Source: an optimization exercise on an open RTL-to-GDS flow (aim: a short achievable clock period and few clock cycles). Production flows keep margins and buffers that such runs may drop. In this exercise RTL edits were held to simulation tests only and were not proved equivalent to the original. Power and IR drop assume default switching activity.

### design/flow/run.sh
#!/bin/bash
# synth_recipe.tcl (not shown) runs the flow's synth.tcl, then flattens the netlist and writes it again
# the make line also repeats each setting of config.mk as NAME=value (left out here)
make -C /OpenROAD-flow-scripts/flow DESIGN_CONFIG=/design/flow/config.mk WORK_HOME=/design/flow/orfs CLKGATE_MAP_FILE= SYNTH_SCRIPT=/design/flow/synth_recipe.tcl finish
### design/flow/design.v
module adder(
	input [63:0] a,
	input [63:0] b,
	output reg [63:0] out
);
always @(*)
begin
  out = a + b;
end
endmodule
module mux1(
	input [63:0] a,
	input [63:0] b,
	input sel,
	output [63:0] data_out
);
assign data_out = sel ? b : a;
endmodule
module instruction_parser(
	input [31:0] ins,
	output [6:0] opcode,
	output [4:0] rd,
	output [2:0] func3,
	output [4:0] rs1,
	output [4:0] rs2,
	output [6:0] func7
);
assign opcode = ins[6:0];
assign rd = ins[11:7];
assign func3 = ins[14:12];
assign rs1 = ins[19:15];
assign rs2 = ins[24:20];
assign func7 = ins[31:25];
endmodule
module Control_Unit
(
    input [6:0] Opcode,
    output reg [1:0] ALUOp,
    output reg Branch,MemRead,MemtoReg,MemWrite,ALUSrc,Regwrite
);
always @(*)
begin
    case (Opcode)
    7'b0110011:
        begin
        ALUSrc = 1'b0;
        MemtoReg = 1'b0;
        Regwrite = 1'b1;
        MemRead = 1'b0;
        MemWrite = 1'b0;
        Branch = 1'b0;
        ALUOp = 2'b10;
        end
    7'b0000011:
        begin
        ALUSrc = 1'b1;
        MemtoReg = 1'b1;
        Regwrite = 1'b1;
        MemRead = 1'b1;
        MemWrite = 1'b0;
        Branch = 1'b0;
        ALUOp = 2'b00;
        end
    7'b0100011:
        begin
        ALUSrc = 1'b1;
        MemtoReg = 1'b0;
        Regwrite = 1'b0;
        MemRead = 1'b0;
        MemWrite = 1'b1;
        Branch = 1'b0;
        ALUOp = 2'b00;
        end
    7'b1100011:
        begin
        ALUSrc = 1'b0;
        MemtoReg = 1'b0;
        Regwrite = 1'b0;
        MemRead = 1'b0;
        MemWrite = 1'b0;
        Branch = 1'b1;
        ALUOp = 2'b01;
        end
	7'b0_01_00_11 : 
		begin
		ALUSrc = 1;
		MemtoReg = 0;
		Regwrite = 1;
		MemRead = 0;
		MemWrite = 0;
		Branch = 0;
		ALUOp = 2'b00;
		end
	default :
		begin
		ALUSrc = 1'b0;
		MemtoReg = 1'b0;
		Regwrite = 1'b0;
		MemRead = 1'b0;
		MemWrite = 1'b0;
		Branch = 1'b0;
		ALUOp = 2'b00;
		end
    endcase
end
endmodule
module ALU_Control
(
    input [1:0] ALUOp,
    input [3:0] Funct,
    output reg [3:0] Operation
);
always@(*)
begin
    Operation = 4'b0010;
    case(ALUOp)
        2'b00:
            begin
		Operation = 4'b0010;  
            end
        2'b01:
            begin
            Operation = 4'b0110;
            end
        2'b10:
            begin
            case(Funct)
            4'b0000:  
                begin
                Operation = 4'b0010;
                end
            4'b1000:  
                begin
                Operation = 4'b0110;
                end
            4'b0111:  
                begin
                Operation = 4'b0000;
                end
            4'b0110:  
                begin
                Operation = 4'b0001;
                end
            default: Operation = 4'b0010;
            endcase
            end
        default: Operation = 4'b0010;
    endcase
end
endmodule
module ImmGen(
	input [31:0] ins,
	output reg [63:0] data
);
always @(*)
begin
case (ins[6:5])
	2'b00 : data = {{52{ins[31]}},ins[31:20]};
	2'b01 : data = {{52{ins[31]}},{ins[31:25],ins[11:7]}};
	default : data = {{52{ins[31]}},{ins[31],ins[7],ins[30:25],ins[11:8]}};
endcase	
end
endmodule
module alu_64(
	input [63:0] a, 
    input [63:0] b,
    input [3:0] ALUOp,
	output reg [63:0] Result,
	output reg ZERO
);
always @ (*)
begin
    case(ALUOp)
    4'b0000 :
        begin
        Result = a&b;
        end
    4'b0001 :
        begin
        Result = a|b;
        end
    4'b0010 :
        begin
        Result = a+b;
        end
    4'b0110:
        begin
        Result = a-b;
        end
    4'b1100:
        begin
        Result = ~(a|b);
        end
    default : Result = 0;
endcase
  	if (Result == 64'd0)
		ZERO = 1'b1;
	else
		ZERO = 1'b0;
	end
endmodule
module registerFile(
	input [63:0] WriteData,
	input [4:0] RS1,
	input [4:0] RS2,
	input [4:0] RD,
	input RegWrite, clk, reset,
	output reg [63:0] ReadData1,
	output reg [63:0] ReadData2
);
reg [63:0] Registers [31:1];
always @(posedge clk)
    if(RegWrite && !reset && RD != 5'd0)
        begin
        Registers[RD] <= WriteData;
        end
always @(*)
    if(reset)
        begin
        ReadData1 = 64'b0;
        ReadData2 = 64'b0;
        end
    else
        begin
        ReadData1 = (RS1 == 5'd0) ? 64'b0 : Registers[RS1];
        ReadData2 = (RS2 == 5'd0) ? 64'b0 : Registers[RS2];
        end
endmodule
module pc_counter(
	input [63:0] PC_In,
	input reset,clk,
	output reg [63:0] PC_Out
);
always @(posedge reset or posedge clk)
begin
  if (reset)
      PC_Out <= 0;
 else
      PC_Out <= PC_In;
end
endmodule
module RISC_V_Processor(
	input clk,
	input reset,
	output [63:0] imem_addr,
	input  [31:0] imem_data,
	output [63:0] dmem_addr,
	output [63:0] dmem_wdata,
	output        dmem_we,
	output        dmem_re,
	input  [63:0] dmem_rdata
);
reg  [63:0] pc_f;
reg  [31:0] ir_d;
reg  [63:0] pc_d;
reg         v_d, pred_d;
reg  [63:0] a_e, b_e, imm_e, alt_e;
reg  [4:0]  rd_e;
reg         wr_e, ld_e, st_e, br_e, pred_e, ge_e;
reg         useimm_e, sub_e, and_e, or_e;
reg         f1m_e, f1w_e, f2m_e, f2w_e;
reg  [63:0] res_m, wd_m;
reg  [4:0]  rd_m;
reg         wr_m, we_m, re_m;
reg  [63:0] wb_w;
reg  [4:0]  rd_w;
reg         wr_w;
reg  [63:0] rf [31:1];
wire redirect;
wire loaduse;
assign imem_addr = pc_f;
wire [31:0] ins_f = imem_data;
wire br_f   = ins_f[6:0] == 7'b1100011;
wire pred_f = br_f & (ins_f[31] | (ins_f[19:15] == ins_f[24:20]));
wire [12:0] off_f = {ins_f[31], ins_f[7], ins_f[30:25], ins_f[11:8], 1'b0};
wire [13:0] lo_f  = {1'b0, pc_f[12:0]} + {1'b0, off_f};
wire [50:0] hi_f  = pc_f[63:13];
wire [50:0] hip_f = hi_f + 51'd1;
wire [50:0] him_f = hi_f - 51'd1;
wire [50:0] hit_f = ins_f[31] ? (lo_f[13] ? hi_f : him_f) : (lo_f[13] ? hip_f : hi_f);
wire [63:0] tgt_f = {hit_f, lo_f[12:0]};
wire [63:0] seq_f = pc_f + 64'd4;
always @(posedge clk or posedge reset)
	if (reset)
		pc_f <= 64'd0;
	else if (redirect)
		pc_f <= alt_e;
	else if (!loaduse)
		pc_f <= pred_f ? tgt_f : seq_f;
always @(posedge clk or posedge reset)
	if (reset) begin
		v_d <= 1'b0;
		pred_d <= 1'b0;
	end else if (redirect) begin
		v_d <= 1'b0;
		pred_d <= 1'b0;
	end else if (!loaduse) begin
		v_d <= 1'b1;
		pred_d <= pred_f;
	end
always @(posedge clk)
	if (!loaduse) begin
		ir_d <= ins_f;
		pc_d <= pc_f;
	end
wire [6:0] op_d  = ir_d[6:0];
wire [4:0] rd_d  = ir_d[11:7];
wire [2:0] f3_d  = ir_d[14:12];
wire [4:0] rs1_d = ir_d[19:15];
wire [4:0] rs2_d = ir_d[24:20];
wire r_d  = op_d == 7'b0110011;
wire i_d  = op_d == 7'b0010011;
wire ld_d = op_d == 7'b0000011;
wire st_d = op_d == 7'b0100011;
wire br_d = op_d == 7'b1100011;
wire wr_d = (r_d | i_d | ld_d) & (rd_d != 5'd0);
wire u1_d = r_d | i_d | ld_d | st_d | br_d;
wire u2_d = r_d | st_d | br_d;
wire [63:0] immi_d = {{52{ir_d[31]}}, ir_d[31:20]};
wire [63:0] imms_d = {{52{ir_d[31]}}, ir_d[31:25], ir_d[11:7]};
wire [63:0] immb_d = {{51{ir_d[31]}}, ir_d[31], ir_d[7], ir_d[30:25], ir_d[11:8], 1'b0};
wire [63:0] tgt_d = pc_d + immb_d;
wire [63:0] seq_d = pc_d + 64'd4;
wire byp1_d = wr_w & (rd_w == rs1_d);
wire byp2_d = wr_w & (rd_w == rs2_d);
wire [63:0] rf1_d = (rs1_d == 5'd0) ? 64'd0 : byp1_d ? wb_w : rf[rs1_d];
wire [63:0] rf2_d = (rs2_d == 5'd0) ? 64'd0 : byp2_d ? wb_w : rf[rs2_d];
assign loaduse = v_d & ld_e & ((u1_d & (rs1_d == rd_e)) | (u2_d & (rs2_d == rd_e)));
wire go_d = v_d & ~redirect & ~loaduse;
always @(posedge clk or posedge reset)
	if (reset) begin
		wr_e <= 1'b0; ld_e <= 1'b0; st_e <= 1'b0; br_e <= 1'b0;
	end else begin
		wr_e <= go_d & wr_d;
		ld_e <= go_d & ld_d & wr_d;
		st_e <= go_d & st_d;
		br_e <= go_d & br_d;
	end
always @(posedge clk) begin
	a_e      <= rf1_d;
	b_e      <= rf2_d;
	imm_e    <= st_d ? imms_d : immi_d;
	alt_e    <= pred_d ? seq_d : tgt_d;
	rd_e     <= rd_d;
	pred_e   <= pred_d;
	ge_e     <= f3_d[2];
	useimm_e <= i_d | ld_d | st_d;
	sub_e    <= r_d & ( ir_d[30] & (f3_d == 3'b000));
	and_e    <= r_d & (~ir_d[30] & (f3_d == 3'b111));
	or_e     <= r_d & (~ir_d[30] & (f3_d == 3'b110));
	f1m_e    <= wr_e & (rd_e == rs1_d);
	f1w_e    <= wr_m & (rd_m == rs1_d);
	f2m_e    <= wr_e & (rd_e == rs2_d);
	f2w_e    <= wr_m & (rd_m == rs2_d);
end
wire [63:0] a_x  = f1m_e ? res_m : f1w_e ? wb_w : a_e;
wire [63:0] b_x  = f2m_e ? res_m : f2w_e ? wb_w : b_e;
wire [63:0] o2_x = useimm_e ? imm_e : b_x;
wire [64:0] as_x = {a_x, 1'b1} + {o2_x ^ {64{sub_e}}, sub_e};
wire [63:0] res_x = and_e ? (a_x & o2_x) : or_e ? (a_x | o2_x) : as_x[64:1];
wire eq_x    = a_x == b_x;
wire ge_x    = $signed(a_x) >= $signed(b_x);
wire taken_x = ge_e ? ge_x : eq_x;
assign redirect = br_e & (taken_x ^ pred_e);
always @(posedge clk or posedge reset)
	if (reset) begin
		wr_m <= 1'b0; we_m <= 1'b0; re_m <= 1'b0;
	end else begin
		wr_m <= wr_e;
		we_m <= st_e;
		re_m <= ld_e;
	end
always @(posedge clk) begin
	res_m <= res_x;
	wd_m  <= b_x;
	rd_m  <= rd_e;
end
assign dmem_addr  = res_m;
assign dmem_wdata = wd_m;
assign dmem_we    = we_m;
assign dmem_re    = re_m;
always @(posedge clk or posedge reset)
	if (reset)
		wr_w <= 1'b0;
	else
		wr_w <= wr_m;
always @(posedge clk) begin
	wb_w <= re_m ? dmem_rdata : res_m;
	rd_w <= rd_m;
end
always @(posedge clk)
	if (wr_w)
		rf[rd_w] <= wb_w;
endmodule
### design/flow/constraint.sdc
create_clock -name core_clock -period 13.0 [get_ports {clk}]
set_input_delay 2.6000 -clock core_clock [delete_from_list [all_inputs] [get_ports {clk}]]
set_output_delay 2.6000 -clock core_clock [all_outputs]
set_load 0.01 [all_outputs]
### design/flow/config.mk
export PLATFORM = sky130hd
export DESIGN_NAME = RISC_V_Processor
export DESIGN_NICKNAME = RISC_V_Processor
export VERILOG_FILES = /design/flow/design.v
export SDC_FILE = /design/flow/constraint.sdc
export NUM_CORES = 4
export LEC_CHECK = 0
export CAP_MARGIN = 20
export CORE_MARGIN = 2
export CORE_UTILIZATION = 45
export PLACE_DENSITY = 0.6
export SETUP_SLACK_MARGIN = 1.5
export SLEW_MARGIN = 20
==> summary.txt <==
## path summary, 6_finish.rpt
check | start | to | slack, ns | cells after the start
max in group asynchronous | reset | re_m | 9.77 | 3
min in group asynchronous | reset | we_m | 2.08 | 2
setup reg to reg | f1m_e | pc_f[56] | 6.31 | 17
hold reg to reg | pc_d[0] | alt_e[0] | 0.34 | 0
hold / removal | pc_d[0] | alt_e[0] | 0.34 | 0
setup / recovery | f1m_e | pc_f[56] | 6.31 | 17
## state kept, by name, indices dropped and copies added, names as in the netlist, 5 cells and up
| signal | count |
|---|---|
| rf | 1984 |
| a_e | 64 |
| alt_e | 64 |
| b_e | 64 |
| pc_d | 64 |
| pc_f | 64 |
| res_m | 64 |
| wb_w | 64 |
| wd_m | 64 |
| ir_d | 32 |
| imm_e | 12 |
| rd_e | 5 |
| rd_m | 5 |
| rd_w | 5 |
## power by group through the flow
stage / Combinational (mW) / Clock, mW / Sequential (mW)
finish: 5.26 / 8.05 / 11.3
global route: 5.62 / 8.43 / 11.4
CTS: 5.20 / 8.12 / 11.3
detailed placement: 5.17 / 0 / 11.5
global placement: 5.11 / 0 / 11.5
floorplan: 2.66 / 0 / 11.5
## routing by layer
| layer | part of all wire (%) | up-vias |
|---|---|---|
| met3 | 7.7 | 1045 |
| met1 | 37 | 44703 |
| met5 | 0.0061 | - |
| met2 | 48 | 4525 |
| li1 | - | 35661 |
| met4 | 6.7 | 4 |
## cell usage in the layout, fill, tap and decap left out, types with 65 or more instances in the layout
cell type        count
dfxtp_1            397
nand2_1            350
inv_1              187
o21ai_0            352
dfrtp_1             72
nand3_1            120
mux2_2             188
o21a_1              65
a21o_1             136
ha_1               252
clkbuf_16          303
nor3_1             147
a221oi_1           149
buf_4              208
mux4_2             998
nor2_1             501
a21oi_1            620
clkdlybuf4s50_1    290
a211oi_1            98
nand4_1             80
xor2_1             139
mux2i_1            424
xnor2_1            183
edfxtp_1          2080
## layout make-up
class,instances,share of cell area [%]
Timing Repair Buffer,524,3.43
Antenna cell,5,0.00860
Sequential cell,2575,50.0
Inverter,191,0.495
Tap cell,3762,3.24
Clock inverter,141,0.789
Multi-Input combinational cell,5417,36.5
Clock buffer,374,5.50
## kinds of logic (layout without fill, tap and decap cells)
group                      count (synthesis)  count (layout)  share of synthesized area [%]
and+or+nand+nor                         1490            1490                           5.36
muxes                                   1617            1617                           22.5
other                                      0               5                              0
AOI/OAI and AO/OA                       1733            1733                           8.49
xor gates and xnor gates                 322             322                           2.19
DFF                                     2575            2575                           56.6
buffers and inverters                    783            1230                           2.33
adders and majority gates                255             255                           2.50
## per-stage QoR
step,setup WS (ns),total power [mW],area (µm²),utilization (%)
CTS,6.19,24.6,145000,51.1
finish,6.31,24.6,145000,51.1
global placement,5.64,16.6,136000,47.8
global route,5.71,25.4,145000,51.1
floorplan,7.19,14.1,129000,-
detailed placement,5.66,16.6,136000,47.9
## Yosys cell counts (47+ instances only)
library cell / n
xor2_1: 139
nand3_1: 121
a21oi_1: 622
and3_1: 51
nand2_1: 352
inv_1: 189
nand4_1: 80
dfxtp_1: 421
xnor2_1: 183
nor3_1: 150
edfxtp_1: 2080
clkbuf_1: 434
ha_1: 252
a211oi_1: 98
mux2i_1: 427
mux4_2: 998
dfrtp_1: 74
nor2_1: 534
o21a_1: 66
o221ai_1: 47
mux2_2: 188
a221oi_1: 149
buf_1: 130
a21o_1: 136
o21ai_0: 353
==> impl_metrics.py <==
metrics = {
    "grt": {
        "gr-max-usage-layer": "met2",
        "grt_pass1_vias": 86363,
        "gr-usage-met1_pct": 38.3,
        "grt_first_pass_wirelength_um": 629000,
        "met3_usage_pct": 4.14,
        "grt_max_degree": 125,
        "grt-ovfl-total": 0,
        "use_met2_pct": 49.3,
        "antenna_found_initial": 9,
        "grt_usage_pct": 30.1,
    },
    "job": {
        "drv_cap": 0,
    },
    "routing": {
        "routedWlPerCell_um": 34.2,
        "antenna_left": 0,
        "routed_wirelength_um": 444000,
        "first_iter_violations": 9864,
        "vias": 85938,
        "vias_per_cell": 6.62,
        "drt_pass1_iterations": 6,
        "drc": 0,
    },
    "pwr": {
        "power_frac_comb_pct": 21.4,
        "switching_share_pct": 30.8,
        "vdd_drop_max_v": 0.000113,
        "p_per_area_nw_per_um2": 169,
        "seqPwrFrac_pct": 45.9,
        "p_leak_nw": 49.4,
        "p_int_mw": 17.0,
        "pwr-share-clk_pct": 32.7,
        "power.switching_mw": 7.58,
    },
    "sta": {
        "whs_ns": 0.342,
        "final-hold-violation-count": 0,
        "fin_skew_ns": 0.0556,
        "drv_slew": 0,
        "relSlewSlack_pct": 17.4,
        "worstMarginPinSlew_ns": 1.24,
        "rsz0062_at_grt": "no",
        "period_needed_ns": 6.69,
        "max_freq_mhz": 149,
        "finalCritPeriodShare_pct": 51.5,
        "fin_setup_tns_ns": 0,
        "setup_viol": 0,
    },
    "logic_synthesis": {
        "ys.flop_type": "edfxtp_1",
        "synth_area_per_cell_um2": 14.6,
        "synth.area.top_cells": "edfxtp_1 (49%), mux4_2 (17%), dfxtp_1 (6.6%), mux2i_1 (3.3%), ha_1 (2.5%)",
        "synth_top_area_cell": "edfxtp_1",
        "synth_edf_count": 2080,
        "syn-instance-count": 8775,
        "synth_top_area_share_pct": 48.6,
        "async_flop_share_pct": 2.87,
        "ys_seq_elements": 2575,
        "ys_types": 92,
        "yosys_warnings": 1,
        "netlist_area_um2": 129000,
        "synth_nets": 9128,
        "ys_seq_area_share_pct": 56.6,
    },
    "finish": {
        "instances_no_fill": 12989,
        "syn_to_final_growth_pct": 13.2,
        "nets": 9360,
        "register_area_um2": 72800,
        "drive_gt1_share_pct": 21.2,
        "multiInputGateArea_um2": 53100,
        "final.fill_count": 23541,
    },
    "cts": {
        "cts_resized": 0,
        "clkLatencyLatePin_ns": 0.95,
        "cts_tree": "done",
        "cts-buffers-inserted": 298,
        "postCtsSetupRepairBufs": 0,
        "clk_pin_slew_ns": 0.06,
        "cts.sinks": 2575,
        "cts_root_buffer": "clkbuf_16",
        "cts.htree.levels": 5,
        "clock_path_buffers": 4,
        "cts_hold_buf": 0,
    },
    "setup_path": {
        "cp_slowest_cell": "buf_4",
        "crit_chain": "buf_4, buf_4, nor2_1, a21oi_1, inv_1, ha_1, a21oi_1, a21oi_1, a2111oi_0, o21ai_1, a21o_1, a311oi_2, mux2i_4, buf_4, inv_2, and3_1, a221o_1",
        "critPathLaunchType": "register",
        "cp_num_buf_inv": 5,
        "critical-path-max-stage-delay_ns": 0.65,
        "critPathCaptureType": "register",
        "critPathMaxFanout": 68,
        "cp.required_ns": 13.79,
        "cp.arrival_ns": 7.48,
        "crit_type": "register to register",
        "critPathTopFamily": "compound AO/OA/AOI/OAI gates",
    },
    "die": {
        "die_h_um": 538,
        "die_w_um": 538,
        "rows": 196,
        "io_pins": 292,
        "start_util_pct": 45.1,
        "fp.coreArea_um2": 285000,
        "die-area_um2": 290000,
    },
    "placed_design": {
        "hpwl_um": 273000,
        "port_buffers": 291,
        "placedCellCount": 12467,
        "gp_congestion": 0.933,
    },
    "hold_path": {
        "hold_class": "register to register",
    },
    "outcome": {
        "status": "finished clean",
    },
}
Testbench counts, summed over its fixed seeds: cycles 69,827.

-- static timing again, ports no longer ideal --
No port has a modelled driver above. Below, the same layout with a new extraction and two added sets of constraints. Step 1 assumes that a clkbuf_16 drives the clock port and a buf_2 every other input. Step 2 times the ports against the registers' clock, not the clock port: input delays grow and output delays shrink by t, the midpoint of the rising clock arrivals with the driver on. Slacks: ideal / step 1 / step 2; pairs: ideal / step 1.
t (ns): 1.009
setup WS [ns]: 6.306 / 6.306 / 5.504
hold slack, ns: 0.342 / 0.342 / 0.342
latest minus earliest clock arrival (ns): 0.078 / 0.078
pins driven straight from the clock port: 1
After both steps setup and hold are still met in this run. For this run, drivers alone change the setup slack by 0.000 ns; drivers and shift together by -0.802 ns.
